Context: an optimization exercise on an open-source flow, tuned for small area. The choices shown serve that exercise and are no tape-out recipe. At most, simulation tests tie the RTL to the original design; equivalence was not proved. Function not checked in runs 1 and 3: the RTL went through the layout flow alone. No activity file was given, so power comes from the tool's default toggle rates.

===== design.v =====
module SinCos (Theta, SinSign, SinMag, CosSign, CosMag);
    input  wire [9:0] Theta;
    output wire       SinSign;
    output wire [8:0] SinMag;
    output wire       CosSign;
    output wire [8:0] CosMag;
    localparam [127:0] TA0 = 128'h5a94b4b4924db366ccccccce663319cc;
    localparam [127:0] TA1 = 128'h6cd926d92496da4b6969696b4b5a5296;
    localparam [127:0] TA2 = 128'h8f1e38e1c718e38c718e718c739c6318;
    localparam [127:0] TA3 = 128'h0fe03f01f81f03f07e0f81f07c1f83e0;
    localparam [127:0] TA4 = 128'hf0003ffe001ffc007ff001ff801ffc00;
    localparam [127:0] TA5 = 128'hffffc000001fffff800001ffffe00000;
    localparam [127:0] TA6 = 128'h00000000001ffffffffffe0000000000;
    localparam [127:0] TA7 = 128'hffffffffffe000000000000000000000;
    localparam [127:0] TA8 = 128'h00000000000000000000000000000000;
    localparam [127:0] TB0 = 128'h52aaaad56a52db6d9b3398e38783f800;
    localparam [127:0] TB1 = 128'hc99999cce631c71c78f0781f807ff800;
    localparam [127:0] TB2 = 128'hc78787c3e1f03f03f80ff8007ffff800;
    localparam [127:0] TB3 = 128'h3f807fc01ff000fff80007fffffff800;
    localparam [127:0] TB4 = 128'hff80003ffff0000007fffffffffff800;
    localparam [127:0] TB5 = 128'hff800000000ffffffffffffffffff800;
    localparam [127:0] TB6 = 128'h007ffffffffffffffffffffffffff800;
    localparam [127:0] TB7 = 128'hfffffffffffffffffffffffffffff800;
    localparam [127:0] TB8 = 128'h000000000000000000000000000007ff;
    wire [7:0] i = Theta[7:0];
    wire [7:0] u = i[7] ? 8'd0 - i : i;
    wire       h = u[7];                      
    wire [6:0] k = u[6:0];
    wire [8:0] a = h ? 9'd181 : {TA8[k], TA7[k], TA6[k], TA5[k], TA4[k], TA3[k], TA2[k], TA1[k], TA0[k]};
    wire [8:0] b = h ? 9'd181 : {TB8[k], TB7[k], TB6[k], TB5[k], TB4[k], TB3[k], TB2[k], TB1[k], TB0[k]};
    wire       sw = Theta[8] ^ i[7];
    assign SinMag  = sw ? b : a;
    assign CosMag  = sw ? a : b;
    assign SinSign = Theta[9];
    assign CosSign = Theta[9] ^ Theta[8];
endmodule
module Multiplier
  (input  wire        clk,
   input  wire        rst,
   input  wire        clr,       
   input  wire        s_in,      
   input  wire [8:0]  m_in,      
   input  wire [9:0]  b,         
   output reg  [18:0] qx,
   output reg         sg);
  reg       sa;
  reg [8:0] ma;
  wire t1 = (b[0] & ma[0]);
  wire t2 = (b[1] & ma[0]);
  wire t3 = (b[0] & ma[1]);
  wire t4 = (b[2] & ma[0]);
  wire t5 = (b[1] & ma[1]);
  wire t6 = (b[0] & ma[2]);
  wire t7 = (b[3] & ma[0]);
  wire t8 = (b[2] & ma[1]);
  wire t9 = (b[1] & ma[2]);
  wire t10 = (b[0] & ma[3]);
  wire t11 = (b[4] & ma[0]);
  wire t12 = (b[3] & ma[1]);
  wire t13 = (b[2] & ma[2]);
  wire t14 = (b[1] & ma[3]);
  wire t15 = (b[0] & ma[4]);
  wire t16 = (b[5] & ma[0]);
  wire t17 = (b[4] & ma[1]);
  wire t18 = (b[3] & ma[2]);
  wire t19 = (b[2] & ma[3]);
  wire t20 = (b[1] & ma[4]);
  wire t21 = (b[0] & ma[5]);
  wire t22 = (b[6] & ma[0]);
  wire t23 = (b[5] & ma[1]);
  wire t24 = (b[4] & ma[2]);
  wire t25 = (b[3] & ma[3]);
  wire t26 = (b[2] & ma[4]);
  wire t27 = (b[1] & ma[5]);
  wire t28 = (b[0] & ma[6]);
  wire t29 = (b[7] & ma[0]);
  wire t30 = (b[6] & ma[1]);
  wire t31 = (b[5] & ma[2]);
  wire t32 = (b[4] & ma[3]);
  wire t33 = (b[3] & ma[4]);
  wire t34 = (b[2] & ma[5]);
  wire t35 = (b[1] & ma[6]);
  wire t36 = (b[0] & ma[7]);
  wire t37 = (b[8] & ma[0]);
  wire t38 = (b[7] & ma[1]);
  wire t39 = (b[6] & ma[2]);
  wire t40 = (b[5] & ma[3]);
  wire t41 = (b[4] & ma[4]);
  wire t42 = (b[3] & ma[5]);
  wire t43 = (b[2] & ma[6]);
  wire t44 = (b[1] & ma[7]);
  wire t45 = (b[0] & ma[8]);
  wire t46 = (b[9] & ma[0]);
  wire t47 = (b[8] & ma[1]);
  wire t48 = (b[7] & ma[2]);
  wire t49 = (b[6] & ma[3]);
  wire t50 = (b[5] & ma[4]);
  wire t51 = (b[4] & ma[5]);
  wire t52 = (b[3] & ma[6]);
  wire t53 = (b[2] & ma[7]);
  wire t54 = (b[1] & ma[8]);
  wire t55 = ~(b[9] & ma[0]);
  wire t56 = ~(b[9] & ma[1]);
  wire t57 = (b[8] & ma[2]);
  wire t58 = (b[7] & ma[3]);
  wire t59 = (b[6] & ma[4]);
  wire t60 = (b[5] & ma[5]);
  wire t61 = (b[4] & ma[6]);
  wire t62 = (b[3] & ma[7]);
  wire t63 = (b[2] & ma[8]);
  wire t64 = ~(b[9] & ma[2]);
  wire t65 = (b[8] & ma[3]);
  wire t66 = (b[7] & ma[4]);
  wire t67 = (b[6] & ma[5]);
  wire t68 = (b[5] & ma[6]);
  wire t69 = (b[4] & ma[7]);
  wire t70 = (b[3] & ma[8]);
  wire t71 = ~(b[9] & ma[3]);
  wire t72 = (b[8] & ma[4]);
  wire t73 = (b[7] & ma[5]);
  wire t74 = (b[6] & ma[6]);
  wire t75 = (b[5] & ma[7]);
  wire t76 = (b[4] & ma[8]);
  wire t77 = ~(b[9] & ma[4]);
  wire t78 = (b[8] & ma[5]);
  wire t79 = (b[7] & ma[6]);
  wire t80 = (b[6] & ma[7]);
  wire t81 = (b[5] & ma[8]);
  wire t82 = ~(b[9] & ma[5]);
  wire t83 = (b[8] & ma[6]);
  wire t84 = (b[7] & ma[7]);
  wire t85 = (b[6] & ma[8]);
  wire t86 = ~(b[9] & ma[6]);
  wire t87 = (b[8] & ma[7]);
  wire t88 = (b[7] & ma[8]);
  wire t89 = ~(b[9] & ma[7]);
  wire t90 = (b[8] & ma[8]);
  wire t91 = ~(b[9] & ma[8]);
  wire t92 = t22 ^ t23;
  wire t93 = t22 & t23;
  wire t94 = t29 ^ t30 ^ t31;
  wire t95 = (t29 & t30) | (t29 & t31) | (t30 & t31);
  wire t96 = t32 ^ t33;
  wire t97 = t32 & t33;
  wire t98 = t37 ^ t38 ^ t39;
  wire t99 = (t37 & t38) | (t37 & t39) | (t38 & t39);
  wire t100 = t40 ^ t41 ^ t42;
  wire t101 = (t40 & t41) | (t40 & t42) | (t41 & t42);
  wire t102 = t43 ^ t44;
  wire t103 = t43 & t44;
  wire t104 = t46 ^ t47 ^ t48;
  wire t105 = (t46 & t47) | (t46 & t48) | (t47 & t48);
  wire t106 = t49 ^ t50 ^ t51;
  wire t107 = (t49 & t50) | (t49 & t51) | (t50 & t51);
  wire t108 = t52 ^ t53 ^ t54;
  wire t109 = (t52 & t53) | (t52 & t54) | (t53 & t54);
  wire t110 = t55 ^ t56 ^ t57;
  wire t111 = (t55 & t56) | (t55 & t57) | (t56 & t57);
  wire t112 = t58 ^ t59 ^ t60;
  wire t113 = (t58 & t59) | (t58 & t60) | (t59 & t60);
  wire t114 = t61 ^ t62 ^ t63;
  wire t115 = (t61 & t62) | (t61 & t63) | (t62 & t63);
  wire t116 = t64 ^ t65 ^ t66;
  wire t117 = (t64 & t65) | (t64 & t66) | (t65 & t66);
  wire t118 = t67 ^ t68 ^ t69;
  wire t119 = (t67 & t68) | (t67 & t69) | (t68 & t69);
  wire t120 = t71 ^ t72 ^ t73;
  wire t121 = (t71 & t72) | (t71 & t73) | (t72 & t73);
  wire t122 = t11 ^ t12;
  wire t123 = t11 & t12;
  wire t124 = t16 ^ t17 ^ t18;
  wire t125 = (t16 & t17) | (t16 & t18) | (t17 & t18);
  wire t126 = t19 ^ t20;
  wire t127 = t19 & t20;
  wire t128 = t92 ^ t24 ^ t25;
  wire t129 = (t92 & t24) | (t92 & t25) | (t24 & t25);
  wire t130 = t26 ^ t27 ^ t28;
  wire t131 = (t26 & t27) | (t26 & t28) | (t27 & t28);
  wire t132 = t93 ^ t94 ^ t96;
  wire t133 = (t93 & t94) | (t93 & t96) | (t94 & t96);
  wire t134 = t34 ^ t35 ^ t36;
  wire t135 = (t34 & t35) | (t34 & t36) | (t35 & t36);
  wire t136 = t95 ^ t97 ^ t98;
  wire t137 = (t95 & t97) | (t95 & t98) | (t97 & t98);
  wire t138 = t100 ^ t102 ^ t45;
  wire t139 = (t100 & t102) | (t100 & t45) | (t102 & t45);
  wire t140 = t99 ^ t101 ^ t103;
  wire t141 = (t99 & t101) | (t99 & t103) | (t101 & t103);
  wire t142 = t104 ^ t106 ^ t108;
  wire t143 = (t104 & t106) | (t104 & t108) | (t106 & t108);
  wire t144 = t105 ^ t107 ^ t109;
  wire t145 = (t105 & t107) | (t105 & t109) | (t107 & t109);
  wire t146 = t110 ^ t112 ^ t114;
  wire t147 = (t110 & t112) | (t110 & t114) | (t112 & t114);
  wire t148 = t111 ^ t113 ^ t115;
  wire t149 = (t111 & t113) | (t111 & t115) | (t113 & t115);
  wire t150 = t116 ^ t118 ^ t70;
  wire t151 = (t116 & t118) | (t116 & t70) | (t118 & t70);
  wire t152 = t117 ^ t119 ^ t120;
  wire t153 = (t117 & t119) | (t117 & t120) | (t119 & t120);
  wire t154 = t74 ^ t75 ^ t76;
  wire t155 = (t74 & t75) | (t74 & t76) | (t75 & t76);
  wire t156 = t121 ^ t77 ^ t78;
  wire t157 = (t121 & t77) | (t121 & t78) | (t77 & t78);
  wire t158 = t79 ^ t80 ^ t81;
  wire t159 = (t79 & t80) | (t79 & t81) | (t80 & t81);
  wire t160 = t82 ^ t83 ^ t84;
  wire t161 = (t82 & t83) | (t82 & t84) | (t83 & t84);
  wire t162 = t7 ^ t8;
  wire t163 = t7 & t8;
  wire t164 = t122 ^ t13 ^ t14;
  wire t165 = (t122 & t13) | (t122 & t14) | (t13 & t14);
  wire t166 = t123 ^ t124 ^ t126;
  wire t167 = (t123 & t124) | (t123 & t126) | (t124 & t126);
  wire t168 = t125 ^ t127 ^ t128;
  wire t169 = (t125 & t127) | (t125 & t128) | (t127 & t128);
  wire t170 = t129 ^ t131 ^ t132;
  wire t171 = (t129 & t131) | (t129 & t132) | (t131 & t132);
  wire t172 = t133 ^ t135 ^ t136;
  wire t173 = (t133 & t135) | (t133 & t136) | (t135 & t136);
  wire t174 = t137 ^ t139 ^ t140;
  wire t175 = (t137 & t139) | (t137 & t140) | (t139 & t140);
  wire t176 = t141 ^ t143 ^ t144;
  wire t177 = (t141 & t143) | (t141 & t144) | (t143 & t144);
  wire t178 = t145 ^ t147 ^ t148;
  wire t179 = (t145 & t147) | (t145 & t148) | (t147 & t148);
  wire t180 = t149 ^ t151 ^ t152;
  wire t181 = (t149 & t151) | (t149 & t152) | (t151 & t152);
  wire t182 = t153 ^ t155 ^ t156;
  wire t183 = (t153 & t155) | (t153 & t156) | (t155 & t156);
  wire t184 = t157 ^ t159 ^ t160;
  wire t185 = (t157 & t159) | (t157 & t160) | (t159 & t160);
  wire t186 = t161 ^ t86 ^ t87;
  wire t187 = (t161 & t86) | (t161 & t87) | (t86 & t87);
  wire t188 = t4 ^ t5;
  wire t189 = t4 & t5;
  wire t190 = t162 ^ t9 ^ t10;
  wire t191 = (t162 & t9) | (t162 & t10) | (t9 & t10);
  wire t192 = t163 ^ t164 ^ t15;
  wire t193 = (t163 & t164) | (t163 & t15) | (t164 & t15);
  wire t194 = t165 ^ t166 ^ t21;
  wire t195 = (t165 & t166) | (t165 & t21) | (t166 & t21);
  wire t196 = t167 ^ t168 ^ t130;
  wire t197 = (t167 & t168) | (t167 & t130) | (t168 & t130);
  wire t198 = t169 ^ t170 ^ t134;
  wire t199 = (t169 & t170) | (t169 & t134) | (t170 & t134);
  wire t200 = t171 ^ t172 ^ t138;
  wire t201 = (t171 & t172) | (t171 & t138) | (t172 & t138);
  wire t202 = t173 ^ t174 ^ t142;
  wire t203 = (t173 & t174) | (t173 & t142) | (t174 & t142);
  wire t204 = t175 ^ t176 ^ t146;
  wire t205 = (t175 & t176) | (t175 & t146) | (t176 & t146);
  wire t206 = t177 ^ t178 ^ t150;
  wire t207 = (t177 & t178) | (t177 & t150) | (t178 & t150);
  wire t208 = t179 ^ t180 ^ t154;
  wire t209 = (t179 & t180) | (t179 & t154) | (t180 & t154);
  wire t210 = t181 ^ t182 ^ t158;
  wire t211 = (t181 & t182) | (t181 & t158) | (t182 & t158);
  wire t212 = t183 ^ t184 ^ t85;
  wire t213 = (t183 & t184) | (t183 & t85) | (t184 & t85);
  wire t214 = t185 ^ t186 ^ t88;
  wire t215 = (t185 & t186) | (t185 & t88) | (t186 & t88);
  wire t216 = t187 ^ t89 ^ t90;
  wire t217 = (t187 & t89) | (t187 & t90) | (t89 & t90);
  wire [18:0] ra = {1'b1, t217, t215, t213, t211, t209, t207, t205, t203, t201, t199, t197, t195, t193, t191, t189, t188, t2, t1};
  wire [18:0] rb = {1'b0, t91, t216, t214, t212, t210, t208, t206, t204, t202, t200, t198, t196, t194, t192, t190, t6, t3, 1'b0};
  wire [18:0] q;
  rca #(19) fin (.a(ra), .b(rb), .ci(1'b0), .s(q), .co());
  always @(posedge clk)
    if (rst) begin
      sa <= 1'b0; ma <= 9'd0; qx <= 19'd0; sg <= 1'b0;
    end else begin
      sa <= s_in & ~clr;
      ma <= clr ? 9'd0 : m_in;
      qx <= q;
      sg <= sa;
    end
endmodule
module rca #(parameter W = 8)
  (input  wire [W-1:0] a,
   input  wire [W-1:0] b,
   input  wire         ci,
   output wire [W-1:0] s,
   output wire         co);
  wire [W:0] c;
  assign c[0] = ci;
  genvar i;
  generate for (i = 0; i < W; i = i + 1) begin : g
    assign s[i]   = a[i] ^ b[i] ^ c[i];
    assign c[i+1] = (a[i] & b[i]) | (a[i] & c[i]) | (b[i] & c[i]);
  end endgenerate
  assign co = c[W];
endmodule
module nco_sig
  (input  wire       clk,
   input  wire       rst,
   input  wire [3:0] opP,      
   input  wire [3:0] opA,      
   output wire [9:0] addr,     
   output wire       sin_out);
  reg [3:0] opB, opC;                
  reg [12:0] I0;  reg [18:0] I1;  reg [17:0] I2;  reg [13:0] I3;
  reg [12:0] P0;  reg [18:0] P1;  reg [17:0] P2;  reg [13:0] P3;
  reg ic0, ic1, ic2, pc0, pc1, pc2;
  wire [63:0] yP, yA, yB, yC, rP, rA, rB, rC;
  wire        lP, lA, lB, lC;
  nco_cmd cP (.op(opP), .y(yP), .pr(rP), .ld(lP));
  nco_cmd cA (.op(opA), .y(yA), .pr(rA), .ld(lA));
  nco_cmd cB (.op(opB), .y(yB), .pr(rB), .ld(lB));
  nco_cmd cC (.op(opC), .y(yC), .pr(rC), .ld(lC));
  wire [12:0] i0s;  wire [18:0] i1s;  wire [17:0] i2s;  wire [13:0] i3s;
  wire i0c, i1c, i2c, i3c;
  rca #(13) ai0 (.a(I0), .b(yP[12:0]),  .ci(1'b0), .s(i0s), .co(i0c));
  rca #(19) ai1 (.a(I1), .b(yA[31:13]), .ci(ic0),  .s(i1s), .co(i1c));
  rca #(18) ai2 (.a(I2), .b(yB[49:32]), .ci(ic1),  .s(i2s), .co(i2c));
  rca #(14) ai3 (.a(I3), .b(yC[63:50]), .ci(ic2),  .s(i3s), .co(i3c));
  wire [12:0] i0n = lP ? rP[12:0]  : i0s;
  wire [18:0] i1n = lA ? rA[31:13] : i1s;
  wire [17:0] i2n = lB ? rB[49:32] : i2s;
  wire [13:0] i3n = lC ? rC[63:50] : i3s;
  wire [12:0] p0n;  wire [18:0] p1n;  wire [17:0] p2n;  wire [13:0] p3n;
  wire p0c, p1c, p2c, p3c;
  rca #(13) ap0 (.a(P0), .b(I0), .ci(1'b0), .s(p0n), .co(p0c));
  rca #(19) ap1 (.a(P1), .b(I1), .ci(pc0),  .s(p1n), .co(p1c));
  rca #(18) ap2 (.a(P2), .b(I2), .ci(pc1),  .s(p2n), .co(p2c));
  rca #(14) ap3 (.a(P3), .b(I3), .ci(pc2),  .s(p3n), .co(p3c));
  always @(posedge clk)
    if (rst) begin
      opB <= 4'd0; opC <= 4'd0;
      I0 <= 13'd0; I1 <= 19'd0; I2 <= 18'd0; I3 <= 14'd0;
      P0 <= 13'd0; P1 <= 19'd0; P2 <= 18'd0; P3 <= 14'd0;
      ic0 <= 1'b0; ic1 <= 1'b0; ic2 <= 1'b0;
      pc0 <= 1'b0; pc1 <= 1'b0; pc2 <= 1'b0;
    end else begin
      opB <= opA; opC <= opB;
      I0 <= i0n; I1 <= i1n; I2 <= i2n; I3 <= i3n;
      ic0 <= i0c & ~lP; ic1 <= i1c & ~lA; ic2 <= i2c & ~lB;
      P0 <= p0n; P1 <= p1n; P2 <= p2n; P3 <= p3n;
      pc0 <= p0c; pc1 <= p1c; pc2 <= p2c;
    end
  assign addr    = P3[13:4];
  assign sin_out = ~p3n[13];
endmodule
module nco_cmd (input wire [3:0] op, output wire [63:0] y, output wire [63:0] pr, output wire ld);
  localparam [63:0] PA = 64'h02c6a19e88f1cfe2;    
  localparam [63:0] PB = 64'h01aa60f8b8911654;    
  localparam [63:0] PF = 64'h1dc38c076704516d;    
  localparam [63:0] PG = 64'h1d60d923295482c6;    
  localparam [63:0] K1 = 64'h00071b375868d170;    
  localparam [63:0] K2 = 64'h00001436a8cdf6f3;    
  localparam [63:0] K3 = 64'h0000ca22980ba57e;    
  localparam [63:0] N1 = 64'h0 - K1;
  localparam [63:0] N2 = 64'h0 - K2;
  localparam [63:0] N3 = 64'h0 - K3;
  assign pr = ({64{op == 4'd1}}  & PA) | ({64{op == 4'd2}} & PB) |
              ({64{op == 4'd3}}  & PF) | ({64{op == 4'd4}} & PG);
  assign y  = ({64{op == 4'd5}}  & K1) | ({64{op == 4'd6}} & N1) |
              ({64{op == 4'd7}}  & K2) | ({64{op == 4'd8}} & N2) |
              ({64{op == 4'd9}}  & K3) | ({64{op == 4'd10}} & N3);
  assign ld = (op == 4'd1) | (op == 4'd2) | (op == 4'd3) | (op == 4'd4);
endmodule
module CIC
  (input  wire        clk,
   input  wire        rst,
   input  wire        rst1,      
   input  wire        rst2,      
   input  wire        ld0,       
   input  wire        ld1,       
   input  wire        ld2,       
   input  wire        pass,      
   input  wire        pfirst,    
   input  wire        fsh,       
   input  wire [1:0]  slot,      
   input  wire        zval,      
   input  wire        vcomb,     
   input  wire        oval,      
   input  wire [1:0]  gain,
   input  wire [18:0] qx,
   input  wire        sg,
   output wire [19:0] d_out);
  localparam W = 59;
  reg  [W-1:0] I1, I2, I3, I4, I5;
  reg  [5:1]   ca1, ca2;           
  reg          e1, e2;             
  wire [18:0]  qs  = qx ^ {19{sg}};    
  wire [W-1:0] din = {{19{e2}}, {20{e1}}, qs[18], qs};
  wire [W-1:0] n1, n2, n3, n4, n5;
  wire [5:1]   c0, c1;
  wire [W-1:0] a5 = I5 & ~{{19{ld2}}, {20{ld1}}, {20{ld0}}};
  rca #(20) s10 (.a(I1[19:0]),  .b(din[19:0]),  .ci(sg),     .s(n1[19:0]),  .co(c0[1]));
  rca #(20) s11 (.a(I1[39:20]), .b(din[39:20]), .ci(ca1[1]), .s(n1[39:20]), .co(c1[1]));
  rca #(19) s12 (.a(I1[58:40]), .b(din[58:40]), .ci(ca2[1]), .s(n1[58:40]), .co());
  rca #(20) s20 (.a(I2[19:0]),  .b(I1[19:0]),   .ci(1'b0),   .s(n2[19:0]),  .co(c0[2]));
  rca #(20) s21 (.a(I2[39:20]), .b(I1[39:20]),  .ci(ca1[2]), .s(n2[39:20]), .co(c1[2]));
  rca #(19) s22 (.a(I2[58:40]), .b(I1[58:40]),  .ci(ca2[2]), .s(n2[58:40]), .co());
  rca #(20) s30 (.a(I3[19:0]),  .b(I2[19:0]),   .ci(1'b0),   .s(n3[19:0]),  .co(c0[3]));
  rca #(20) s31 (.a(I3[39:20]), .b(I2[39:20]),  .ci(ca1[3]), .s(n3[39:20]), .co(c1[3]));
  rca #(19) s32 (.a(I3[58:40]), .b(I2[58:40]),  .ci(ca2[3]), .s(n3[58:40]), .co());
  rca #(20) s40 (.a(I4[19:0]),  .b(I3[19:0]),   .ci(1'b0),   .s(n4[19:0]),  .co(c0[4]));
  rca #(20) s41 (.a(I4[39:20]), .b(I3[39:20]),  .ci(ca1[4]), .s(n4[39:20]), .co(c1[4]));
  rca #(19) s42 (.a(I4[58:40]), .b(I3[58:40]),  .ci(ca2[4]), .s(n4[58:40]), .co());
  rca #(20) s50 (.a(a5[19:0]),  .b(I4[19:0]),   .ci(1'b0),   .s(n5[19:0]),  .co(c0[5]));
  rca #(20) s51 (.a(a5[39:20]), .b(I4[39:20]),  .ci(ca1[5]), .s(n5[39:20]), .co(c1[5]));
  rca #(19) s52 (.a(a5[58:40]), .b(I4[58:40]),  .ci(ca2[5]), .s(n5[58:40]), .co());
  always @(posedge clk) begin
    e1 <= qs[18]; e2 <= e1;
    ca1 <= c0; ca2 <= c1;
    if (rst) begin
      I1[19:0] <= 20'd0; I2[19:0] <= 20'd0; I3[19:0] <= 20'd0; I4[19:0] <= 20'd0; I5[19:0] <= 20'd0;
    end else begin
      I1[19:0] <= n1[19:0]; I2[19:0] <= n2[19:0]; I3[19:0] <= n3[19:0]; I4[19:0] <= n4[19:0]; I5[19:0] <= n5[19:0];
    end
    if (rst1) begin
      I1[39:20] <= 20'd0; I2[39:20] <= 20'd0; I3[39:20] <= 20'd0; I4[39:20] <= 20'd0; I5[39:20] <= 20'd0;
    end else begin
      I1[39:20] <= n1[39:20]; I2[39:20] <= n2[39:20]; I3[39:20] <= n3[39:20]; I4[39:20] <= n4[39:20]; I5[39:20] <= n5[39:20];
    end
    if (rst2) begin
      I1[58:40] <= 19'd0; I2[58:40] <= 19'd0; I3[58:40] <= 19'd0; I4[58:40] <= 19'd0; I5[58:40] <= 19'd0;
    end else begin
      I1[58:40] <= n1[58:40]; I2[58:40] <= n2[58:40]; I3[58:40] <= n3[58:40]; I4[58:40] <= n4[58:40]; I5[58:40] <= n5[58:40];
    end
  end
  reg [56:0] C;
  integer p;
  always @(posedge clk)
    for (p = 0; p < 57; p = p + 1)
      if (ld0 && p < 20)
        C[p] <= I5[p];
      else if (ld1 && p >= 19 && p < 39)
        C[p] <= I5[p + 1];
      else if (ld2 && p >= 38)
        C[p] <= I5[p + 2];
      else
        C[p] <= (p == 56) ? 1'b0 : C[p + 1];
  reg [63:0] R1, R2, R3, R4;
  reg        b1, b2, b3, b4;       
  wire d1 = C[0];
  wire z1 = R1[0] & zval, z2 = R2[0] & zval, z3 = R3[0] & zval, z4 = R4[0] & zval;
  wire k1 = pfirst | b1, k2 = pfirst | b2, k3 = pfirst | b3, k4 = pfirst | b4;
  wire d2 = d1 ^ ~z1 ^ k1;
  wire d3 = d2 ^ ~z2 ^ k2;
  wire d4 = d3 ^ ~z3 ^ k3;
  wire d5 = d4 ^ ~z4 ^ k4;
  always @(posedge clk) begin
    b1 <= (d1 & ~z1) | (d1 & k1) | (~z1 & k1);
    b2 <= (d2 & ~z2) | (d2 & k2) | (~z2 & k2);
    b3 <= (d3 & ~z3) | (d3 & k3) | (~z3 & k3);
    b4 <= (d4 & ~z4) | (d4 & k4) | (~z4 & k4);
    R1 <= {pass ? d1 : R1[0], R1[63:1]};
    R2 <= {pass ? d2 : R2[0], R2[63:1]};
    R3 <= {pass ? d3 : R3[0], R3[63:1]};
    R4 <= {pass ? d4 : R4[0], R4[63:1]};
  end
  reg [63:0] Q;
  reg [13:0] S;
  wire qr = (slot == 2'd0) ? Q[19] : (slot == 2'd1) ? Q[33] :
            (slot == 2'd2) ? Q[47] : Q[61];
  always @(posedge clk) begin
    Q <= {Q[0], Q[63:62],
          (fsh && slot == 2'd3) ? d5 : Q[61], Q[60:48],
          (fsh && slot == 2'd2) ? d5 : Q[47], Q[46:34],
          (fsh && slot == 2'd1) ? d5 : Q[33], Q[32:20],
          (fsh && slot == 2'd0) ? d5 : Q[19], Q[18:1]};
    if (fsh) S <= {qr, S[13:1]};
  end
  reg [13:0] O;
  wire [15:0] Fx = {S[13], S[13], S[13:0]};    
  wire [12:0] sel = (gain == 2'd0) ? Fx[15:3] :
                    (gain == 2'd1) ? Fx[14:2] :
                    (gain == 2'd2) ? Fx[13:1] : Fx[12:0];
  always @(posedge clk)
    if (rst)
      O <= 14'd0;
    else if (vcomb)
      O <= oval ? {S[13], sel} : 14'd0;
  assign d_out = {{6{O[13]}}, O};
endmodule
module fpgarx
  (
   input             clk,
   input             rst,
   input             cmd_valid,
   input      [7:0]  cmd_byte,
   input      [9:0]  RFIn,
   output     [19:0] i_out,
   output     [19:0] q_out,
   output            out_clk,
   output            sinGen
   );
wire [3:0] opP = ~cmd_valid          ? 4'd0 :
                 (cmd_byte == 8'd97)  ? 4'd1 :
                 (cmd_byte == 8'd98)  ? 4'd2 :
                 (cmd_byte == 8'd102) ? 4'd3 :
                 (cmd_byte == 8'd103) ? 4'd4 :
                 (cmd_byte == 8'd109) ? 4'd5 :
                 (cmd_byte == 8'd110) ? 4'd6 :
                 (cmd_byte == 8'd112) ? 4'd7 :
                 (cmd_byte == 8'd111) ? 4'd8 :
                 (cmd_byte == 8'd104) ? 4'd9 :
                 (cmd_byte == 8'd113) ? 4'd10 : 4'd0;
wire       gsP  = cmd_valid & (cmd_byte[7:2] == 6'b001100);    
reg  [3:0] opA;
reg        gsA;
reg  [1:0] gA;
reg  [1:0] CICGain;
reg        rst1, rst2;
always @(posedge clk) begin
  rst1 <= rst;
  rst2 <= rst1;
  if (rst) begin
    opA <= 4'd0; gsA <= 1'b0; gA <= 2'd0; CICGain <= 2'd0;
  end else begin
    opA <= opP; gsA <= gsP; gA <= cmd_byte[1:0];
    if (gsA) CICGain <= gA;
  end
end
wire [9:0] addr;
nco_sig ncoGen (.clk(clk), .rst(rst), .opP(opP), .opA(opA), .addr(addr), .sin_out(sinGen));
wire       sinS, cosS;
wire [8:0] sinM, cosM;
SinCos SinCos1 (.Theta(addr), .SinSign(sinS), .SinMag(sinM), .CosSign(cosS), .CosMag(cosM));
reg signed [9:0] regb;
always @(posedge clk)
  if (rst) regb <= 10'd0; else regb <= RFIn;
wire [18:0] qxI, qxQ;
wire        sgI, sgQ;
Multiplier MixerI (.clk(clk), .rst(rst), .clr(rst1), .s_in(sinS), .m_in(sinM), .b(regb), .qx(qxI), .sg(sgI));
Multiplier MixerQ (.clk(clk), .rst(rst), .clr(rst1), .s_in(cosS), .m_in(cosM), .b(regb), .qx(qxQ), .sg(sgQ));
reg [7:0] count;
reg       run;           
reg [4:0] val;           
reg       d_clk_tmp, d_clk;
reg [1:0] slot;          
wire ld0    = (count == 8'd255);
wire ld1    = (count == 8'd0);
wire ld2    = (count == 8'd1);
wire pass   = run & (count <= 8'd58);
wire fsh    = run & (count >= 8'd45) & (count <= 8'd58);
wire pend   = run & (count == 8'd58);
wire vcomb  = run & ld1;
always @(posedge clk)
  if (rst) begin
    count <= 8'd0; run <= 1'b0; val <= 5'd0; d_clk_tmp <= 1'b0; d_clk <= 1'b0; slot <= 2'd0;
  end else begin
    count <= count + 8'd1;
    d_clk <= d_clk_tmp;
    if (ld0) begin
      run <= 1'b1;
      d_clk_tmp <= 1'b1;
    end else if (count == 8'd128)
      d_clk_tmp <= 1'b0;
    if (pend) begin
      val <= {1'b1, val[4:1]};
      slot <= slot + 2'd1;
    end
  end
CIC CIC1Sin (.clk(clk), .rst(rst), .rst1(rst1), .rst2(rst2), .ld0(ld0), .ld1(ld1), .ld2(ld2),
             .pass(pass), .pfirst(ld1), .fsh(fsh), .slot(slot), .zval(val[4]), .vcomb(vcomb), .oval(val[0]),
             .gain(CICGain), .qx(qxI), .sg(sgI), .d_out(i_out));
CIC CIC1Cos (.clk(clk), .rst(rst), .rst1(rst1), .rst2(rst2), .ld0(ld0), .ld1(ld1), .ld2(ld2),
             .pass(pass), .pfirst(ld1), .fsh(fsh), .slot(slot), .zval(val[4]), .vcomb(vcomb), .oval(val[0]),
             .gain(CICGain), .qx(qxQ), .sg(sgQ), .d_out(q_out));
assign out_clk = d_clk;
endmodule

===== run.sh =====
#!/bin/bash
# synth_recipe.tcl (not shown) runs the flow's synth.tcl, then flattens the netlist and writes it again
# the make line also repeats each setting of config.mk as NAME=value (left out here)
make -C /OpenROAD-flow-scripts/flow DESIGN_CONFIG=/design/flow/config.mk WORK_HOME=/design/flow/orfs CLKGATE_MAP_FILE= SYNTH_SCRIPT=/design/flow/synth_recipe.tcl finish

===== config.mk =====
export PLATFORM = sky130hd
export DESIGN_NAME = fpgarx
export DESIGN_NICKNAME = fpgarx
export VERILOG_FILES = /design/flow/design.v
export SDC_FILE = /design/flow/constraint.sdc
export NUM_CORES = 4
export LEC_CHECK = 0
export CAP_MARGIN = 20
export CORE_MARGIN = 2
export CORE_UTILIZATION = 75
export CTS_BUF_LIST = sky130_fd_sc_hd__clkbuf_16
export CTS_CLUSTER_DIAMETER = 100
export CTS_CLUSTER_SIZE = 30
export SLEW_MARGIN = 20
export SYNTH_MEMORY_MAX_BITS = 32768

===== constraint.sdc =====
create_clock -name core_clock -period 10.0 [get_ports {clk}]
set_input_delay 2.0000 -clock core_clock [delete_from_list [all_inputs] [get_ports {clk}]]
set_output_delay 2.0000 -clock core_clock [all_outputs]
set_load 0.01 [all_outputs]

==> metrics.cfg, run 1 <==
[status]
run_status = complete, no violations

[cells_and_area]
finish.net_count = 6132
final_layout_size_suffix_gt1_frac = 0.0664
area.growth.synth_to_final_pct = 5.47
post-route-util = 0.799
antenna_cells_inserted = 0

[worst_setup_path]
cpPeakStageDelay_ns = 0.45
required_ns = 10.59
worst-r2r-setup-slack_ns = 0.42
cp.depth = 26
critPathCapture = CIC1Cos.I5[39]
startpoint_type = flip-flop
endpoint_kind = flip-flop
worstReg2RegStart = count[2]
worstSetupStartpoint = count[2]
critical_path_arrival_ns = 10.17
path_common_cell = sky130_fd_sc_hd__fa_1
cp_slowest_cell = sky130_fd_sc_hd__fa_1
worst_r2r_endpoint = CIC1Cos.I5[39]
critical_path_class = flip-flop to flip-flop
timing.critical_path.max_delay_family = adder cells
cp_max_fo = 5
rr_worst_depth = 26
critPathBufInv = 2

[sta]
final-setup-viol-count = 0
finalWorstPathRequiredPeriod_ns = 9.58
slew_at_the_pin_closest_to_its_max_slew_limit_ns = 1.12
grt_setup_unrepaired = false
slew_viol_final = 0
final.period_utilization = 0.958
fin_setup_tns_ns = 0
finClkSkew_ns = 0.0399
final.setup.worst_slack_ns = 0.415
maxClockFrequency_ghz = 0.104
maxSlewHeadroom = 0.251
report.final.hold_viol_count = 0

[yosys]
post-synth-top-area-fraction = 0.492
post_synth_num_cell_types = 84
post_synth_main_area_contributors = sky130_fd_sc_hd__dfxtp_1 (49%), sky130_fd_sc_hd__fa_1 (25%), sky130_fd_sc_hd__nor2b_1 (5.9%)
synth_warnings = 4
post_synth_inst_count = 5251
synth_area_leader_cell = sky130_fd_sc_hd__dfxtp_1
synthesized_area_divided_by_synthesized_cell_count_sq_um = 12.7
ys_seq_area_frac = 0.505
syn-num-nets = 6173
postSynthRegisterBits = 1673
synthesis.area_sq_um = 66900
synth_async_sr_flop_share = 0
synthFlopType = sky130_fd_sc_hd__dfxtp_1
synth-edff-count = 28

[place]
place_ws_ns = 0.0289
dp_hpwl_mm = 72.2
buffer_ports.inserted = 62
routabilityCongestion = 0.851

[route]
vias = 33600
wl_per_cell_microns = 17.1
final_routed_drc_violation_total = 0
drt-vias-per-instance = 5.26
drt_wl_total_mm = 109
violation_count_after_the_first_detailed_routing_iteration = 2194
drt.antenna.violating_nets = 0
drt_pass1_iterations = 5

[hold_path]
timing.hold.worst.class = flip-flop to flip-flop

[global_route]
grt_antenna_before_repair = 5
maximum_number_of_pins_on_one_net_before_global_route_repair = 247
vias_in_the_first_global_route = 35800
grt_first_pass_wirelength_mm = 185
grt-ovfl-total = 0
gr-usage-all-layers = 0.252

[clocking]
tritoncts = done
htree_levels = 3
clock-root-buffer = sky130_fd_sc_hd__clkbuf_16
cts_max_path_buffers = 3
worst_setup_hold_path_clk_slew_ns = 0.11
cts_inserted_buffers = 66
clock_sink_count = 1673
hold_buffers = 0
insertion_delay_ns = 0.68

[die]
pin_count = 63
area_of_the_die_sq_um = 91600
core_sq_um = 88400
die_y_microns = 303
number_of_rows_in_the_core_area = 109
initial_core_util = 0.757
die_width_microns = 303

[power]
worst_vdd_ir_uv = 246
powerDensity_nw_per_um2 = 170
power.static_leakage_nw = 29.6

[run]
drv.max_cap_violation_count = 0

-- layout by cell type (no fill, tap or decap), types with 5 or more instances in the layout --
cell type / instances
sky130_fd_sc_hd__a211oi_1: 22
sky130_fd_sc_hd__a21oi_1: 130
sky130_fd_sc_hd__a221oi_1: 6
sky130_fd_sc_hd__a22oi_1: 6
sky130_fd_sc_hd__a31oi_1: 9
sky130_fd_sc_hd__and2_1: 253
sky130_fd_sc_hd__and3_1: 9
sky130_fd_sc_hd__buf_4: 52
sky130_fd_sc_hd__clkbuf_16: 66
sky130_fd_sc_hd__clkdlybuf4s50_1: 61
sky130_fd_sc_hd__clkinv_16: 5
sky130_fd_sc_hd__dfxtp_1: 1640
sky130_fd_sc_hd__edfxtp_1: 28
sky130_fd_sc_hd__fa_1: 826
sky130_fd_sc_hd__fa_2: 20
sky130_fd_sc_hd__ha_1: 54
sky130_fd_sc_hd__inv_1: 407
sky130_fd_sc_hd__mux2_2: 130
sky130_fd_sc_hd__mux2i_1: 24
sky130_fd_sc_hd__mux4_2: 19
sky130_fd_sc_hd__nand2_1: 172
sky130_fd_sc_hd__nand2b_1: 20
sky130_fd_sc_hd__nand3_1: 41
sky130_fd_sc_hd__nor2_1: 246
sky130_fd_sc_hd__nor2b_1: 626
sky130_fd_sc_hd__nor3_1: 41
sky130_fd_sc_hd__o2111ai_1: 5
sky130_fd_sc_hd__o211ai_1: 6
sky130_fd_sc_hd__o21a_1: 6
sky130_fd_sc_hd__o21ai_0: 70
sky130_fd_sc_hd__o21ai_1: 8
sky130_fd_sc_hd__o22a_1: 5
sky130_fd_sc_hd__o22ai_1: 11
sky130_fd_sc_hd__o311ai_1: 7
sky130_fd_sc_hd__o31ai_1: 6
sky130_fd_sc_hd__or2_2: 5
sky130_fd_sc_hd__xnor2_1: 55
sky130_fd_sc_hd__xor2_1: 24
-- layer usage --
metal / vias up / GRT usage / routed length (microns)
met2: 589 / 0.415 / 54000
met3: 148 / 0.0302 / 3600
met1: 16800 / 0.362 / 48900
li1: 16100 / - / -
met4: 0 / 0.0690 / 2690
met5: - / 0 / 0
-- power by group --
part	switching, mW	internal (mW)
clock	2.04	1.28
combinational	0.496	0.627
sequential	0.369	7.16
total	2.91	9.06
-- synthesized netlist by cell type (41+ instances only) --
cell type                     n
sky130_fd_sc_hd__dfxtp_1   1645
sky130_fd_sc_hd__fa_1       846
sky130_fd_sc_hd__nor2b_1    626
sky130_fd_sc_hd__inv_1      402
sky130_fd_sc_hd__and2_1     253
sky130_fd_sc_hd__nor2_1     247
sky130_fd_sc_hd__nand2_1    172
sky130_fd_sc_hd__clkbuf_1   170
sky130_fd_sc_hd__a21oi_1    131
sky130_fd_sc_hd__mux2_2     130
sky130_fd_sc_hd__o21ai_0     71
sky130_fd_sc_hd__ha_1        55
sky130_fd_sc_hd__xnor2_1     55
sky130_fd_sc_hd__nand3_1     44
sky130_fd_sc_hd__nor3_1      41
-- worst min-delay path by stage --
| stage | start | to | slack (ns) | depth (start not counted) |
|---|---|---|---|---|
| global placement | CIC1Cos.Q[18] | CIC1Cos.Q[17] | 0.31 | 0 |
| finish | CIC1Sin.Q[23] | CIC1Sin.Q[22] | 0.33 | 0 |
| floorplan | CIC1Cos.Q[1] | CIC1Cos.Q[0] | 0.31 | 0 |
| global route | CIC1Sin.R2[58] | CIC1Sin.R2[57] | 0.32 | 0 |
| CTS | CIC1Cos.R1[28] | CIC1Cos.R1[27] | 0.32 | 0 |
| detailed placement | CIC1Cos.R3[60] | CIC1Cos.R3[59] | 0.31 | 0 |
-- stage by stage --
stage                     cells  area [sq um]  total power [mW]  hold WS (ns)
after global routing       6390         70600              12.6         0.325
after detailed placement   6303         68500              8.80         0.312
after floorplan            5251         66900              8.49         0.310
final                      6390         70600              12.0         0.325
after CTS                  6387         70400              12.1         0.317
after global placement     6303         68500              8.71         0.311
-- flip-flops by register name, indices dropped and copies added (netlist names), 57 cells and up --
register and flops:
CIC1Sin.R3 64, CIC1Sin.I5 59, CIC1Sin.I4 59, CIC1Cos.I2 59, CIC1Cos.R2 64, CIC1Sin.I2 59, CIC1Cos.I5 59, CIC1Cos.R3 64
CIC1Sin.I1 59, CIC1Sin.R4 64, CIC1Sin.R1 64, CIC1Sin.C 57, CIC1Cos.R1 64, CIC1Sin.Q 64, CIC1Cos.I1 59, CIC1Cos.R4 64
CIC1Cos.Q 64, CIC1Sin.R2 64, CIC1Cos.I4 59, CIC1Cos.C 57, CIC1Cos.I3 59, CIC1Sin.I3 59
-- area by class of cell --
type	instances	area (sq um)
clock buffer	66	1650
timing repair buffer	118	1110
fill	5113	17800
sequential	1673	33800
tap	1165	1460
inverter	405	1520
clock inverter	17	279
multi-input combinational	2946	30800
-- what timing repair did --
action,in CTS,in global routing
pin swaps,1,2
endpoints found under the hold margin,0,0
gates resized for setup,2,27
setup buffers,1,0
endpoints found under the setup margin,2,12
-- cells by family after synthesis --
| kind of cell | after synthesis | synth area share |
|---|---|---|
| flip-flops | 1673 | 0.505 |
| AO/OA/AOI/OAI | 338 | 0.0317 |
| XOR/XNOR | 84 | 0.0116 |
| buffers and inverters | 632 | 0.0375 |
| multiplexers | 173 | 0.0319 |
| AND/OR/NAND/NOR | 1450 | 0.119 |
| adder cells (fa/ha/maj) | 901 | 0.263 |
==> inputs of run 2 (changes only) <==
--- a/design.v
+++ b/design.v
@@ -269,10 +269,8 @@
   always @(posedge clk)
-    if (rst) begin
-      sa <= 1'b0; ma <= 9'd0; qx <= 19'd0; sg <= 1'b0;
-    end else begin
-      sa <= s_in & ~clr;
-      ma <= clr ? 9'd0 : m_in;
-      qx <= q;
-      sg <= sa;
-    end
+  begin
+    sa <= s_in & ~(rst | clr);
+    ma <= (rst | clr) ? 9'd0 : m_in;
+    qx <= q;           
+    sg <= sa;
+  end
 endmodule
@@ -366,2 +364,3 @@
    input  wire        rst2,      
+   input  wire        rst3,      
    input  wire        ld0,       
@@ -388,3 +387,3 @@
   wire [5:1]   c0, c1;
-  wire [W-1:0] a5 = I5 & ~{{19{ld2}}, {20{ld1}}, {20{ld0}}};
+  wire [W-1:0] a5 = I5 & ~{{19{ld2 | rst3}}, {20{ld1 | rst2}}, {20{ld0 | rst1}}};
   rca #(20) s10 (.a(I1[19:0]),  .b(din[19:0]),  .ci(sg),     .s(n1[19:0]),  .co(c0[1]));
@@ -405,18 +404,22 @@
   always @(posedge clk) begin
+    I5 <= n5;
     e1 <= qs[18]; e2 <= e1;
     ca1 <= c0; ca2 <= c1;
+    if (rst | rst1) I1[19:0] <= 20'd0; else I1[19:0] <= n1[19:0];
+    if (rst1 | rst2) I1[39:20] <= 20'd0; else I1[39:20] <= n1[39:20];
+    if (rst2 | rst3) I1[58:40] <= 19'd0; else I1[58:40] <= n1[58:40];
     if (rst) begin
-      I1[19:0] <= 20'd0; I2[19:0] <= 20'd0; I3[19:0] <= 20'd0; I4[19:0] <= 20'd0; I5[19:0] <= 20'd0;
+      I2[19:0] <= 20'd0; I3[19:0] <= 20'd0; I4[19:0] <= 20'd0;
     end else begin
-      I1[19:0] <= n1[19:0]; I2[19:0] <= n2[19:0]; I3[19:0] <= n3[19:0]; I4[19:0] <= n4[19:0]; I5[19:0] <= n5[19:0];
+      I2[19:0] <= n2[19:0]; I3[19:0] <= n3[19:0]; I4[19:0] <= n4[19:0];
     end
     if (rst1) begin
-      I1[39:20] <= 20'd0; I2[39:20] <= 20'd0; I3[39:20] <= 20'd0; I4[39:20] <= 20'd0; I5[39:20] <= 20'd0;
+      I2[39:20] <= 20'd0; I3[39:20] <= 20'd0; I4[39:20] <= 20'd0;
     end else begin
-      I1[39:20] <= n1[39:20]; I2[39:20] <= n2[39:20]; I3[39:20] <= n3[39:20]; I4[39:20] <= n4[39:20]; I5[39:20] <= n5[39:20];
+      I2[39:20] <= n2[39:20]; I3[39:20] <= n3[39:20]; I4[39:20] <= n4[39:20];
     end
     if (rst2) begin
-      I1[58:40] <= 19'd0; I2[58:40] <= 19'd0; I3[58:40] <= 19'd0; I4[58:40] <= 19'd0; I5[58:40] <= 19'd0;
+      I2[58:40] <= 19'd0; I3[58:40] <= 19'd0; I4[58:40] <= 19'd0;
     end else begin
-      I1[58:40] <= n1[58:40]; I2[58:40] <= n2[58:40]; I3[58:40] <= n3[58:40]; I4[58:40] <= n4[58:40]; I5[58:40] <= n5[58:40];
+      I2[58:40] <= n2[58:40]; I3[58:40] <= n3[58:40]; I4[58:40] <= n4[58:40];
     end
@@ -506,3 +509,3 @@
 reg  [1:0] CICGain;
-reg        rst1, rst2;
+reg        rst1, rst2, rst3;
 always @(posedge clk) begin
@@ -510,2 +513,3 @@
   rst2 <= rst1;
+  rst3 <= rst2;
   if (rst) begin
@@ -524,3 +528,3 @@
 always @(posedge clk)
-  if (rst) regb <= 10'd0; else regb <= RFIn;
+  regb <= RFIn;        
 wire [18:0] qxI, qxQ;
@@ -557,6 +561,6 @@
   end
-CIC CIC1Sin (.clk(clk), .rst(rst), .rst1(rst1), .rst2(rst2), .ld0(ld0), .ld1(ld1), .ld2(ld2),
+CIC CIC1Sin (.clk(clk), .rst(rst), .rst1(rst1), .rst2(rst2), .rst3(rst3), .ld0(ld0), .ld1(ld1), .ld2(ld2),
              .pass(pass), .pfirst(ld1), .fsh(fsh), .slot(slot), .zval(val[4]), .vcomb(vcomb), .oval(val[0]),
              .gain(CICGain), .qx(qxI), .sg(sgI), .d_out(i_out));
-CIC CIC1Cos (.clk(clk), .rst(rst), .rst1(rst1), .rst2(rst2), .ld0(ld0), .ld1(ld1), .ld2(ld2),
+CIC CIC1Cos (.clk(clk), .rst(rst), .rst1(rst1), .rst2(rst2), .rst3(rst3), .ld0(ld0), .ld1(ld1), .ld2(ld2),
              .pass(pass), .pfirst(ld1), .fsh(fsh), .slot(slot), .zval(val[4]), .vcomb(vcomb), .oval(val[0]),
--- a/config.mk
+++ b/config.mk
@@ -9,6 +9,6 @@
 export CORE_MARGIN = 2
-export CORE_UTILIZATION = 75
+export CORE_UTILIZATION = 80
 export CTS_BUF_LIST = sky130_fd_sc_hd__clkbuf_16
-export CTS_CLUSTER_DIAMETER = 100
-export CTS_CLUSTER_SIZE = 30
+export CTS_CLUSTER_DIAMETER = 80
+export CTS_CLUSTER_SIZE = 25
 export SLEW_MARGIN = 20
==> metrics.cfg, run 2 <==
[status]
run_status = complete, no violations

[worst_setup_path]
cp_slowest_cell = sky130_fd_sc_hd__fa_1
rr_worst_depth = 26  ; unchanged
worstSetupStartpoint = count[2]
path_common_cell = sky130_fd_sc_hd__fa_1
cp_max_fo = 4  ; -1
critPathBufInv = 2  ; unchanged
required_ns = 10.61  ; +0.02 ns
timing.critical_path.max_delay_family = adder cells
critical_path_class = flip-flop to flip-flop
cpPeakStageDelay_ns = 0.45  ; about the same
worstReg2RegStart = count[2]
startpoint_type = flip-flop
worst-r2r-setup-slack_ns = 0.30  ; -0.12 ns
critical_path_arrival_ns = 10.31  ; +0.14 ns
worst_r2r_endpoint = CIC1Sin.I5[39]
endpoint_kind = flip-flop

[yosys]
synth_fa_ha_area_frac = 0.266  ; +0.00291
synth_warnings = 4  ; unchanged
post_synth_main_area_contributors = sky130_fd_sc_hd__dfxtp_1 (50%), sky130_fd_sc_hd__fa_1 (26%), sky130_fd_sc_hd__nor2b_1 (3.8%)
yosys.area_share.simple = 0.113  ; -0.00650
synthesis.area_sq_um = 66100  ; -1.2%
syn-num-nets = 6092  ; -1.3%
synth_async_sr_flop_share = 0  ; unchanged
post_synthesis_share_of_cell_area_spent_on_xor_and_xnor_gates = 0.0131  ; +0.00144
yosysMostFrequentCell = sky130_fd_sc_hd__dfxtp_1
post_synth_inst_count = 5171  ; -1.5%
postSynthRegisterBits = 1674  ; +0.060%
synthesized_area_divided_by_synthesized_cell_count_sq_um = 12.8  ; +0.37%
mux_cell_area_share_after_synthesis = 0.0275  ; -0.00437
synthFlopType = sky130_fd_sc_hd__dfxtp_1
synth-edff-count = 28  ; unchanged
post-synth-top-area-fraction = 0.498  ; +0.00609
post_synth_num_cell_types = 82  ; -2.4%
compound_gate_fraction_of_synth_area = 0.0320  ; +0.000278
ys_seq_area_frac = 0.511  ; +0.00624
netlist_top_cells_count = sky130_fd_sc_hd__dfxtp_1 (1,646), sky130_fd_sc_hd__fa_1 (846), sky130_fd_sc_hd__inv_1 (419)
main_combinational_cell_family_by_area_after_synthesis = adder cells
synth_area_leader_cell = sky130_fd_sc_hd__dfxtp_1

[hold_path]
number_of_instances_on_the_worst_hold_path = 0  ; unchanged
hold_worst_path_end = CIC1Sin.R2[20]
timing.hold.worst.class = flip-flop to flip-flop
min-delay-start = CIC1Sin.R2[21]

[power]
worst_vdd_ir_uv = 198  ; -20%
power.static_leakage_nw = 29.6  ; +0.17%
powerDensity_nw_per_um2 = 177  ; +4.5%

[clocking]
htree_levels = 3  ; unchanged
clock_sink_count = 1674  ; +0.060%
cts_inserted_buffers = 78  ; +18%
cts_max_path_buffers = 3  ; unchanged
tritoncts = done
clock-root-buffer = sky130_fd_sc_hd__clkbuf_16
hold_buffers = 0  ; unchanged
worst_setup_hold_path_clk_slew_ns = 0.10  ; about the same
insertion_delay_ns = 0.71  ; +0.03 ns

[cells_and_area]
fill_cells = 3800  ; -26%
final_layout_size_suffix_gt1_frac = 0.0645  ; -0.00195
highest_count_cells_in_the_layout_ignoring_fill_and_taps = sky130_fd_sc_hd__dfxtp_1 (1,643), sky130_fd_sc_hd__fa_1 (814), sky130_fd_sc_hd__inv_1 (428), sky130_fd_sc_hd__nor2b_1 (404), sky130_fd_sc_hd__and2_1 (332)
multi_input_area_sq_um = 30000  ; -2.4%
finish.net_count = 6080  ; -0.85%
area.growth.synth_to_final_pct = 6.00
layout.area.seq_sq_um = 33800  ; about the same
layout.cells.most_common = sky130_fd_sc_hd__dfxtp_1

[route]
violation_count_after_the_first_detailed_routing_iteration = 2411  ; +9.9%
wl_per_cell_microns = 20.4  ; +20%
final_routed_drc_violation_total = 0  ; unchanged
drt.antenna.violating_nets = 0  ; unchanged
drt_pass1_iterations = 8  ; +3
drt-vias-per-instance = 5.64  ; +7.2%
drt_wl_total_mm = 128  ; +17%
vias = 35300  ; +4.9%

[global_route]
maximum_number_of_pins_on_one_net_before_global_route_repair = 191  ; -23%
grt-ovfl-total = 0  ; unchanged
gr-max-usage-layer = met2
grt_first_pass_wirelength_mm = 210  ; +14%
grt_antenna_before_repair = 1  ; -4
gr-usage-all-layers = 0.313  ; +0.0610
gr-usage-met2 = 0.543  ; +0.127
grtUsageMet3 = 0.0374  ; +0.00719
gr-usage-met1 = 0.413  ; +0.0509
vias_in_the_first_global_route = 39200  ; +9.5%

[sta]
slew_at_the_pin_closest_to_its_max_slew_limit_ns = 1.06  ; -0.0617 ns
final-setup-viol-count = 0  ; unchanged
slew_viol_final = 0  ; unchanged
finalWorstPathRequiredPeriod_ns = 9.70  ; +0.116 ns
maxClockFrequency_ghz = 0.103  ; -1.2%
finClkSkew_ns = 0.0605  ; +0.0206 ns
fin_setup_tns_ns = 0  ; unchanged
report.final.hold_viol_count = 0  ; unchanged
hold_slack_ns = 0.303  ; -0.0224 ns
final.period_utilization = 0.970  ; +0.0116
maxSlewHeadroom = 0.293  ; +0.0417

[run]
drv.max_cap_violation_count = 0  ; unchanged

[die]
die_width_microns = 292  ; -3.7%
initial_core_util = 0.807  ; +0.0496
number_of_rows_in_the_core_area = 105  ; -3.7%
pin_count = 63  ; unchanged
die_y_microns = 292  ; -3.7%
core_sq_um = 82000  ; -7.2%
area_of_the_die_sq_um = 85000  ; -7.2%

[place]
routabilityCongestion = 0.862  ; +1.3%
dp_hpwl_mm = 78.0  ; +8.0%
buffer_ports.inserted = 62  ; unchanged

==> run 2: cell types whose count changed in the layout (fill, tap and decap cells not counted), sizes merged, moves of 23 or more <==
| cell | before | now |
|---|---|---|
| nor2b | 626 | 404 |
| nand2 | 173 | 272 |
| and2 | 253 | 332 |
| mux2 | 130 | 97 |
| a21oi | 131 | 102 |
| inv | 415 | 438 |
==> run 2: report_power, final <==
| part | internal [mW] | switching (mW) |
|---|---|---|
| clock network | 1.46 | 2.19 |
| registers | 7.16 | 0.387 |
| logic | 0.607 | 0.620 |
==> run 2: final cells by class <==
cell class	count	area share
clock inverter	24	0.00423
antenna	3	0.000107
clock buffer	78	0.0278
inverter	424	0.0227
timing repair buffer	118	0.0156
tap	1070	0.0191
multi-input combinational	2863	0.428
sequential	1674	0.482
==> run 2: through the flow <==
step	util	worst slack [ns]	instance area (sq um)	total power, mW	std cells
2_1_floorplan	-	0.0314	66200	8.41	5171
3_3_place_gp	0.826	0.174	67700	8.67	6147
3_5_place_dp	0.826	-0.0253	67700	8.81	6147
4_1_cts	0.854	0.0273	70000	12.4	6249
5_1_grt	0.855	-0.00456	70100	12.9	6253
6_report	0.855	0.299	70100	12.4	6254
==> run 2: timing repair <==
item,CTS,global route
gates resized for setup,13,29
setup endpoints to repair,6,13
setup buffers,0,1
pin swaps,0,2
endpoints found under the hold margin,0,0
==> run 2: worst max-delay path by stage <==
stage	end	slack [ns]	depth (start not counted)
6_report	CIC1Sin.I5[39]	0.30	26
5_1_grt	CIC1Cos.I5[39]	-0.005	26
4_1_cts	CIC1Sin.I5[39]	0.03	26
3_5_place_dp	CIC1Cos.I5[19]	-0.03	29
3_3_place_gp	CIC1Cos.I5[39]	0.17	26
2_1_floorplan	CIC1Cos.I5[39]	0.03	28
==> run 2: kinds of logic after synthesis <==
family,after synthesis
mux,147
fa+ha+maj,900
simple gates,1400
xor+xnor,90
compound gates,326
buf+inv,634
flops,1674
==> run 2: per-layer routing <==
metal | part of all wire | vias up
met5 | 0 | -
met4 | 0.039 | 0
met3 | 0.044 | 313
met2 | 0.52 | 1073
met1 | 0.40 | 17900
li1 | - | 16000
==> inputs of run 3 (changes only) <==
--- a/design.v
+++ b/design.v
@@ -314,6 +314,7 @@
   rca #(14) ai3 (.a(I3), .b(yC[63:50]), .ci(ic2),  .s(i3s), .co(i3c));
-  wire [12:0] i0n = lP ? rP[12:0]  : i0s;
-  wire [18:0] i1n = lA ? rA[31:13] : i1s;
-  wire [17:0] i2n = lB ? rB[49:32] : i2s;
-  wire [13:0] i3n = lC ? rC[63:50] : i3s;
+  wire [63:0] rz = {64{~rst}};
+  wire [12:0] i0n = (lP | rst) ? rP[12:0]  & rz[12:0]  : i0s;
+  wire [18:0] i1n = (lA | rst) ? rA[31:13] & rz[31:13] : i1s;
+  wire [17:0] i2n = (lB | rst) ? rB[49:32] & rz[49:32] : i2s;
+  wire [13:0] i3n = (lC | rst) ? rC[63:50] & rz[63:50] : i3s;
   wire [12:0] p0n;  wire [18:0] p1n;  wire [17:0] p2n;  wire [13:0] p3n;
@@ -324,6 +325,6 @@
   rca #(14) ap3 (.a(P3), .b(I3), .ci(pc2),  .s(p3n), .co(p3c));
-  always @(posedge clk)
+  always @(posedge clk) begin
+    I0 <= i0n; I1 <= i1n; I2 <= i2n; I3 <= i3n;
     if (rst) begin
       opB <= 4'd0; opC <= 4'd0;
-      I0 <= 13'd0; I1 <= 19'd0; I2 <= 18'd0; I3 <= 14'd0;
       P0 <= 13'd0; P1 <= 19'd0; P2 <= 18'd0; P3 <= 14'd0;
@@ -333,3 +334,2 @@
       opB <= opA; opC <= opB;
-      I0 <= i0n; I1 <= i1n; I2 <= i2n; I3 <= i3n;
       ic0 <= i0c & ~lP; ic1 <= i1c & ~lA; ic2 <= i2c & ~lB;
@@ -338,2 +338,3 @@
     end
+  end
   assign addr    = P3[13:4];
@@ -427,13 +428,7 @@
   reg [56:0] C;
-  integer p;
+  wire [56:0] cl = {{19{ld2}} & I5[58:40], 38'd0} |
+                   {18'd0, {20{ld1}} & I5[39:20], 19'd0} |
+                   {37'd0, {20{ld0}} & I5[19:0]};
   always @(posedge clk)
-    for (p = 0; p < 57; p = p + 1)
-      if (ld0 && p < 20)
-        C[p] <= I5[p];
-      else if (ld1 && p >= 19 && p < 39)
-        C[p] <= I5[p + 1];
-      else if (ld2 && p >= 38)
-        C[p] <= I5[p + 2];
-      else
-        C[p] <= (p == 56) ? 1'b0 : C[p + 1];
+    C <= {1'b0, C[56:1]} | cl;
   reg [63:0] R1, R2, R3, R4;
@@ -475,6 +470,6 @@
   always @(posedge clk)
-    if (rst)
+    if (rst | (vcomb & ~oval))
       O <= 14'd0;
     else if (vcomb)
-      O <= oval ? {S[13], sel} : 14'd0;
+      O <= {S[13], sel};
   assign d_out = {{6{O[13]}}, O};
--- a/config.mk
+++ b/config.mk
@@ -11,4 +11,4 @@
 export CTS_BUF_LIST = sky130_fd_sc_hd__clkbuf_16
-export CTS_CLUSTER_DIAMETER = 80
-export CTS_CLUSTER_SIZE = 25
+export CTS_CLUSTER_DIAMETER = 60
+export CTS_CLUSTER_SIZE = 20
 export SLEW_MARGIN = 20
==> metrics.cfg, run 3 <==
[clocking]
cts_inserted_buffers = 104  ; +33%
clock_sink_count = 1674  ; unchanged
worst_setup_hold_path_clk_slew_ns = 0.14  ; +0.04 ns
htree_levels = 3  ; unchanged
insertion_delay_ns = 0.73  ; +0.02 ns
postCtsSetupRepairBufs = 0  ; unchanged
clock-root-buffer = sky130_fd_sc_hd__clkbuf_16
cts_max_path_buffers = 3  ; unchanged
tritoncts = done
hold_buffers = 0  ; unchanged

[yosys]
synth_area_leader_cell = sky130_fd_sc_hd__dfxtp_1
post_synth_main_area_contributors = sky130_fd_sc_hd__dfxtp_1 (50%), sky130_fd_sc_hd__fa_1 (26%), sky130_fd_sc_hd__nor2b_1 (3.8%)
ys_seq_area_frac = 0.515  ; +0.00455
yosysMostFrequentCell = sky130_fd_sc_hd__dfxtp_1
post-synth-top-area-fraction = 0.503  ; +0.00444
postSynthRegisterBits = 1674  ; unchanged
synthFlopType = sky130_fd_sc_hd__dfxtp_1
synth_warnings = 4  ; unchanged
synthesis.area_sq_um = 65600  ; -0.88%
post_synth_num_cell_types = 78  ; -4.9%
synthesized_area_divided_by_synthesized_cell_count_sq_um = 12.9  ; +0.58%
syn-num-nets = 6018  ; -1.2%
synth_async_sr_flop_share = 0  ; unchanged
post_synth_inst_count = 5096  ; -1.5%
synth-edff-count = 28  ; unchanged
netlist_top_cells_count = sky130_fd_sc_hd__dfxtp_1 (1,646), sky130_fd_sc_hd__fa_1 (846), sky130_fd_sc_hd__inv_1 (415)

[cells_and_area]
stdcell_area_sq_um = 70500  ; +0.58%
finish.net_count = 6045  ; -0.58%
highest_count_cells_in_the_layout_ignoring_fill_and_taps = sky130_fd_sc_hd__dfxtp_1 (1,643), sky130_fd_sc_hd__fa_1 (819), sky130_fd_sc_hd__inv_1 (428), sky130_fd_sc_hd__nor2b_1 (401), sky130_fd_sc_hd__and2_1 (331)
multi_input_area_sq_um = 29500  ; -1.7%
layout.area.seq_sq_um = 33800  ; unchanged
fill_cells = 3294  ; -13%
area.growth.synth_to_final_pct = 7.57
final_layout_size_suffix_gt1_frac = 0.0599  ; -0.00453
layout.cells.most_common = sky130_fd_sc_hd__dfxtp_1

[worst_setup_path]
worstReg2RegStart = opA[3]
startpoint_type = flip-flop
critical_path_arrival_ns = 10.42  ; +0.11 ns
cp_slowest_cell = sky130_fd_sc_hd__dfxtp_1
rr_worst_depth = 25  ; -3.8%
cpPeakStageDelay_ns = 0.60  ; +0.15 ns
worst-r2r-setup-slack_ns = 0.20  ; -0.10 ns
endpoint_kind = flip-flop
cp_max_fo = 11  ; +7
critical_path_class = flip-flop to flip-flop
worst_r2r_endpoint = ncoGen.I1[18]
required_ns = 10.62  ; about the same
path_common_cell = sky130_fd_sc_hd__fa_1

[run]
drv.max_cap_violation_count = 0  ; unchanged

[route]
drt_pass1_iterations = 6  ; -2
drt.antenna.violating_nets = 0  ; unchanged
final_routed_drc_violation_total = 0  ; unchanged
drt_wl_total_mm = 142  ; +11%
wl_per_cell_microns = 22.7  ; +11%
vias = 36200  ; +2.6%
violation_count_after_the_first_detailed_routing_iteration = 2832  ; +17%
drt-vias-per-instance = 5.80  ; +2.9%

[sta]
final.setup.worst_slack_ns = 0.199  ; -0.0998 ns
slew_viol_final = 0  ; unchanged
finClkSkew_ns = 0.0680  ; +0.00755 ns
finalWorstPathRequiredPeriod_ns = 9.80  ; +0.0998 ns
maxSlewHeadroom = 0.236  ; -0.0569
final.period_utilization = 0.980  ; +0.00998
slew_at_the_pin_closest_to_its_max_slew_limit_ns = 1.14  ; +0.0774 ns
report.final.hold_viol_count = 0  ; unchanged
final-setup-viol-count = 0  ; unchanged
hold_slack_ns = 0.280  ; -0.0224 ns
fin_setup_tns_ns = 0  ; unchanged
maxClockFrequency_ghz = 0.102  ; -1.0%

[die]
die_y_microns = 290  ; -0.44%
number_of_rows_in_the_core_area = 104  ; -0.95%
core_sq_um = 80800  ; -1.4%
die_width_microns = 290  ; -0.44%
initial_core_util = 0.811  ; +0.00446
area_of_the_die_sq_um = 84200  ; -0.87%
pin_count = 63  ; unchanged

[hold_path]
hold_worst_path_end = CIC1Cos.R3[20]
timing.hold.worst.class = flip-flop to flip-flop
number_of_instances_on_the_worst_hold_path = 0  ; unchanged
min-delay-start = CIC1Cos.R3[21]

[place]
routabilityCongestion = 0.883  ; +2.4%
buffer_ports.inserted = 62  ; unchanged
place_ws_ns = -0.0417  ; -0.0164 ns
dpl_cell_area_sq_um = 67200  ; -0.72%
dp_hpwl_mm = 78.0  ; about the same

[global_route]
grt-ovfl-total = 0  ; unchanged
gr-usage-all-layers = 0.329  ; +0.0152
maximum_number_of_pins_on_one_net_before_global_route_repair = 152  ; -20%
grt_first_pass_wirelength_mm = 217  ; +3.4%
grt_antenna_before_repair = 7  ; +6
vias_in_the_first_global_route = 39600  ; +1.0%

[power]
worst_vdd_ir_uv = 203  ; +2.6%
powerDensity_nw_per_um2 = 193  ; +8.7%
total_power_mw = 13.6  ; +9.4%
power.static_leakage_nw = 30.2  ; +2.2%

[status]
run_status = complete, no violations

[run 3: changes by cell type after synthesis, moves of 9 or more]
| cell | before | now |
|---|---|---|
| sky130_fd_sc_hd__clkbuf_1 | 146 | 170 |
| sky130_fd_sc_hd__buf_2 | 26 | 10 |
| sky130_fd_sc_hd__nand2_1 | 272 | 210 |
| sky130_fd_sc_hd__o21ai_0 | 62 | 73 |
| sky130_fd_sc_hd__buf_1 | 19 | 7 |
| sky130_fd_sc_hd__o211ai_1 | 10 | 20 |
| sky130_fd_sc_hd__a21o_1 | 6 | 111 |
| sky130_fd_sc_hd__o21a_1 | 2 | 13 |
| sky130_fd_sc_hd__mux2i_1 | 32 | 21 |
| sky130_fd_sc_hd__nand2b_1 | 26 | 13 |
| sky130_fd_sc_hd__or2_2 | 4 | 13 |
| sky130_fd_sc_hd__nand3_1 | 55 | 21 |
| sky130_fd_sc_hd__mux2_2 | 97 | 18 |
[run 3: worst max-delay path by stage]
stage,endpoint,depth (start not counted),startpoint
2_1_floorplan,CIC1Cos.I5[39],29,count[4]
3_5_place_dp,ncoGen.I0[12],23,cmd_byte[0]
4_1_cts,CIC1Cos.I5[19],27,count[0]
6_report,ncoGen.I1[18],25,opA[3]
3_3_place_gp,CIC1Cos.I5[39],28,count[1]
5_1_grt,CIC1Cos.I5[39],28,count[1]
[run 3: repair_timing]
item                       in CTS  in global routing
setup endpoints to repair       1                 16
hold endpoints to repair        0                  0
gates resized for setup         2                 32
[run 3: cell families (layout without fill, tap and decap cells)]
kind of cell,count (synthesis),after routing,synth area share
xor+xnor,88,88,0.0119
simple gates,1305,1305,0.107
flops,1674,1674,0.515
other cells,0,4,0
compound gates,449,449,0.0463
buf+inv,618,694,0.0363
mux,61,61,0.0139
fa+ha+maj,901,901,0.269
[run 3: stage by stage]
stage	instances	util
after floorplan	5096	-
after global placement	6077	0.832
after detailed placement	6077	0.832
after CTS	6232	0.871
after global routing	6233	0.873
final	6236	0.873
[run 3: report_power, final]
part           internal, mW  switching (mW)  leakage, nW  total [mW]
Clock                  2.03            2.50         1.59        4.53
Combinational         0.663           0.682         15.1        1.35
Sequential             7.26           0.451         13.6        7.72
Total                  9.96            3.63         30.2        13.6
[run 3: critical path: cells and delay by family, from the launching register on]
family | cells | cell delay, ns
flops | 1 | 0.60
buf+inv | 1 | 0.06
simple gates | 4 | 0.78
fa+ha+maj | 19 | 8.18
compound gates | 1 | 0.08
[run 3: final cells by class]
type,instances,share of cell area
sequential,1674,0.479
multi-input combinational,2804,0.419
clock buffer,104,0.0369
inverter,418,0.0223
tap,1060,0.0188
timing repair buffer,121,0.0153
clock inverter,51,0.00838
antenna,4,0.000142
[run 3: routing by layer]
metal | vias up | GRT usage | part of all wire
met5 | - | 0 | 0.00046
met4 | 10 | 0.137 | 0.060
li1 | 15900 | - | -
met2 | 1520 | 0.562 | 0.51
met3 | 557 | 0.0469 | 0.058
met1 | 18200 | 0.427 | 0.37

## separate check: timing with driven ports
The results above use ideal ports. As a check the final layouts listed here were re-extracted and re-timed, cells and wires unchanged. Step 1 sets driving cells, clkbuf_16 on the clock port and buf_2 on the other inputs (assumed; they add their load-dependent delay and slew). Step 2, shift: input delay + t, output delay - t, t = (earliest + latest rising clock arrival at the registers) / 2. This alone moves slack from input paths to output paths. Slacks: no drivers / after step 1 / after step 2; pairs: no drivers / after step 1.
| run | t, ns | setup WS [ns] | worst setup path at the end | worst register clock-pin slew, ns | cell pins on the clock port's net |
|---|---|---|---|---|---|
| run 1 | 0.732 | 0.415 / 0.415 / 0.275 | input to register | 0.12 / 0.12 | 1 |
| run 2 | 0.750 | 0.299 / 0.299 / 0.222 | input to register | 0.12 / 0.12 | 1 |
| run 3 | 0.788 | 0.199 / 0.199 / -0.324 | input to register | 0.14 / 0.14 | 1 |
With both steps, setup timing fails in run 3, where it was met with ideal ports. The setup slack of run 3, which loses most, moves by 0.000 ns with the drivers and by -0.523 ns with both steps.
